Context: an optimization exercise on an open-source flow, tuned for small area and a short achievable clock period. The choices shown serve that exercise and are no tape-out recipe. Where RTL was checked, it was by simulation tests only, not by an equivalence proof against the original. Power figures rest on the tool's default switching activity, not on a simulated workload.

// saw2sin
module saw2sin
( input  wire        i_clk
, input  wire [15:0] i_saw
, output logic [15:0] o_sin
);
Size in the first run: roughly 490 cells after synthesis, ~33 I/O pins, about 3500 µm² of cells after synthesis.
clock: 70.0 ns
lec_check: 0
abc_area: 1
cap_margin: 20
core_margin: 2
core_utilization: 40
slew_margin: 20
synth_hierarchical: 1
standard.sh (not shown) runs the stock make flow with config.mk's settings and CLKGATE_MAP_FILE= SYNTH_SCRIPT=/design/flow/synth_recipe.tcl, a recipe that flattens the netlist after the stock synthesis.
==> flow/flow/run.sh <==
#!/bin/bash
# Own flow: the standard layout (standard.sh) with two changes.
#  1. Synthesis: ABC maps the combinational logic with flow/abc_area.script
#     (area-first mapping, then buffering and sizing) instead of ORFS's
#     abc_area.script.  It runs from a private copy of the ORFS scripts in
#     which only that file differs; synth_recipe.tcl (-nofsm -noshare,
#     flatten, rename) and everything else is the standard synthesis.
#  2. Layout: the port buffers that global placement inserts on every input
#     and output are sky130_fd_sc_hd__buf_1 cells.
# Each tool's full output goes to synth.log / layout.log here (and ORFS's own
# per-step logs under orfs/logs/).
set -euo pipefail
rm -rf scripts_abc
cp -r "$FLOW_HOME/scripts" scripts_abc
cp flow/abc_area.script scripts_abc/abc_area.script
bash standard.sh SCRIPTS_DIR="$PWD/scripts_abc" synth > synth.log 2>&1
bash standard.sh SETUP_SLACK_MARGIN=49.7 "BUFFER_PORTS_ARGS=-buffer_cell sky130_fd_sc_hd__buf_1" finish > layout.log 2>&1
==> flow/flow/abc_area.script <==
strash
dch
map -a
topo
stime -c
buffer -c
upsize -c
dnsize -c
Change:
--- a/flow/flow/run.sh
+++ b/flow/flow/run.sh
@@ -17 +17 @@
-bash standard.sh SETUP_SLACK_MARGIN=49.7 "BUFFER_PORTS_ARGS=-buffer_cell sky130_fd_sc_hd__buf_1" finish > layout.log 2>&1
+bash standard.sh "BUFFER_PORTS_ARGS=-buffer_cell sky130_fd_sc_hd__buf_1" finish > layout.log 2>&1
The changed run finished clean.
Power stays flat.
Hold slack stays flat.
Die area stays the same.
Count of clock-buffer cells in the layout is unchanged.
Utilization shrinks by 0.61 points.
Global-route usage barely changes.
Function was not checked in any run of this note: the RTL went through the layout flow alone.


## raven
Another version of the RTL of saw2sin (not shown whole).
For scale: roughly 490 cells after synthesis, ~16 flip-flops, roughly 33 I/O pins, ~0.0035 mm^2 of cells after synthesis.
Settings: LEC_CHECK=0, ABC_AREA=1, CAP_MARGIN=20, CORE_MARGIN=2, CORE_UTILIZATION=40, CTS_BUF_LIST=sky130_fd_sc_hd__clkbuf_4, CTS_CLUSTER_DIAMETER=300, CTS_CLUSTER_SIZE=50, SLEW_MARGIN=20, SYNTH_HIERARCHICAL=1; clock period 70.0 ns.
==> flow/flow/run.sh <==
#!/bin/bash
# Own flow: the standard layout (standard.sh) with two changes.
#  1. Synthesis: ABC maps the combinational logic with flow/abc_area.script
#     (area-first mapping, then buffering and sizing) instead of ORFS's
#     abc_area.script.  It runs from a private copy of the ORFS scripts in
#     which only that file differs; synth_recipe.tcl (-nofsm -noshare,
#     flatten, rename) and everything else is the standard synthesis.
#  2. Layout: the port buffers that global placement inserts on every input
#     and output are sky130_fd_sc_hd__buf_1 cells, and ORFS's repair_timing
#     steps aim for 49.7 ns of setup slack (SETUP_SLACK_MARGIN) instead of 0,
#     so they size up the few gates on the slowest paths.  The clock period
#     and the SDC constraints are the design's, unchanged.
# Each tool's full output goes to synth.log / layout.log here (and ORFS's own
# per-step logs under orfs/logs/).
set -euo pipefail
rm -rf scripts_abc
cp -r "$FLOW_HOME/scripts" scripts_abc
cp flow/abc_area.script scripts_abc/abc_area.script
bash standard.sh SCRIPTS_DIR="$PWD/scripts_abc" synth > synth.log 2>&1
bash standard.sh SETUP_SLACK_MARGIN=49.7 "BUFFER_PORTS_ARGS=-buffer_cell sky130_fd_sc_hd__buf_1" finish > layout.log 2>&1
Scripts as last shown in full above: flow/flow/abc_area.script
raven went all the way through the flow, and no timing, DRC or antenna check failed.
The following lists how xenon was set up differently from raven:
- CTS_CLUSTER_SIZE no longer set, was 50
- CORE_UTILIZATION now 60, was 40
- CTS_CLUSTER_DIAMETER no longer set, was 300
- CTS_BUF_LIST no longer set, was sky130_fd_sc_hd__clkbuf_4
Results
- Looking at worst-case hold slack across both flows, xenon is the weaker of the two, with raven ahead.
- After detailed routing, raven needs less wire than xenon.
- Placement-stage cell area (xenon vs. raven) decreases slightly
- Summary — proportion of total power due to net switching, xenon relative to raven: higher, by 1.7 points.
Setup changes, xenon to ember
- swapping 60 for 40 in CORE_UTILIZATION
--- a/flow/flow/run.sh
+++ b/flow/flow/run.sh
@@ -8,6 +8,3 @@
 #  2. Layout: the port buffers that global placement inserts on every input
-#     and output are sky130_fd_sc_hd__buf_1 cells, and ORFS's repair_timing
-#     steps aim for 49.7 ns of setup slack (SETUP_SLACK_MARGIN) instead of 0,
-#     so they size up the few gates on the slowest paths.  The clock period
-#     and the SDC constraints are the design's, unchanged.
+#     and output are sky130_fd_sc_hd__buf_1 cells.
 # Each tool's full output goes to synth.log / layout.log here (and ORFS's own
### Flow results
- The final reports for ember and xenon show minimum clock period lower in the former.
- As of ember, post-detailed-routing wire length had fallen by a few percent compared to xenon.
- ember reports a higher cell count after placement than xenon does.
- Going from xenon to ember, clock network area share went down by 0.37 points, core utilization has decreased, final instance count without filler cells has increased, met2 capacity usage during global routing went down 25 points.
## Diff of input files: nickel against ember
--- a/flow/flow/run.sh
+++ b/flow/flow/run.sh
@@ -16,2 +16,2 @@
 bash standard.sh SCRIPTS_DIR="$PWD/scripts_abc" synth > synth.log 2>&1
-bash standard.sh SETUP_SLACK_MARGIN=49.7 "BUFFER_PORTS_ARGS=-buffer_cell sky130_fd_sc_hd__buf_1" finish > layout.log 2>&1
+bash standard.sh SETUP_SLACK_MARGIN=49.95 "BUFFER_PORTS_ARGS=-buffer_cell sky130_fd_sc_hd__buf_1" finish > layout.log 2>&1
Findings:
Looking at the reports, ember completed the entire flow and the layout it produced met the timing, DRC and antenna checks. nickel was carried through to the last stage, and its layout satisfied the timing, DRC and antenna checks. Part of the cycle the worst path needs for nickel is lower than for ember. Delta (nickel minus ember): total power flat, final setup slack of the worst path up 170 ps, total length of routed met3 wires down 21 um, cell area after layout up 44 um^2. Area used by multi-input combinational logic of nickel is on par with ember. Count of clock-buffer cells in the layout essentially unchanged between ember and nickel.

==> afterwards: timing with drivers on the ports <==
In the flow no input, the clock included, has a driving cell. The finished layouts below were timed again as built, in two steps.
Step 1: set_driving_cell puts a clkbuf_16 on i_clk and a buf_2 on each other input, an assumption about the parent block.
Step 2, shift: input delay + t, output delay - t, t = (earliest + latest rising clock arrival at the registers) / 2. This alone moves slack from input paths to output paths.
a / b / c = ideal / step 1 / step 2; a / b = the first two.
run | shift t [ns] | setup WS [ns] | worst setup path at the end
the first run of note 1 | 0.257 | 50.061 / 50.062 / 49.805 | input to register
the second run of note 1 | 0.257 | 49.297 / 49.299 / 49.042 | input to register
raven | 0.290 | 50.046 / 50.044 / 49.754 | input to register
xenon | 0.274 | 49.986 / 49.990 / 49.717 | input to register
ember | 0.260 | 50.102 / 50.102 / 49.843 | input to register
nickel | 0.260 | 50.276 / 50.274 / 50.015 | input to register
After both steps every run listed still meets setup and hold. For raven, which loses most, drivers alone change the setup slack by -0.002 ns; drivers and shift together by -0.292 ns.
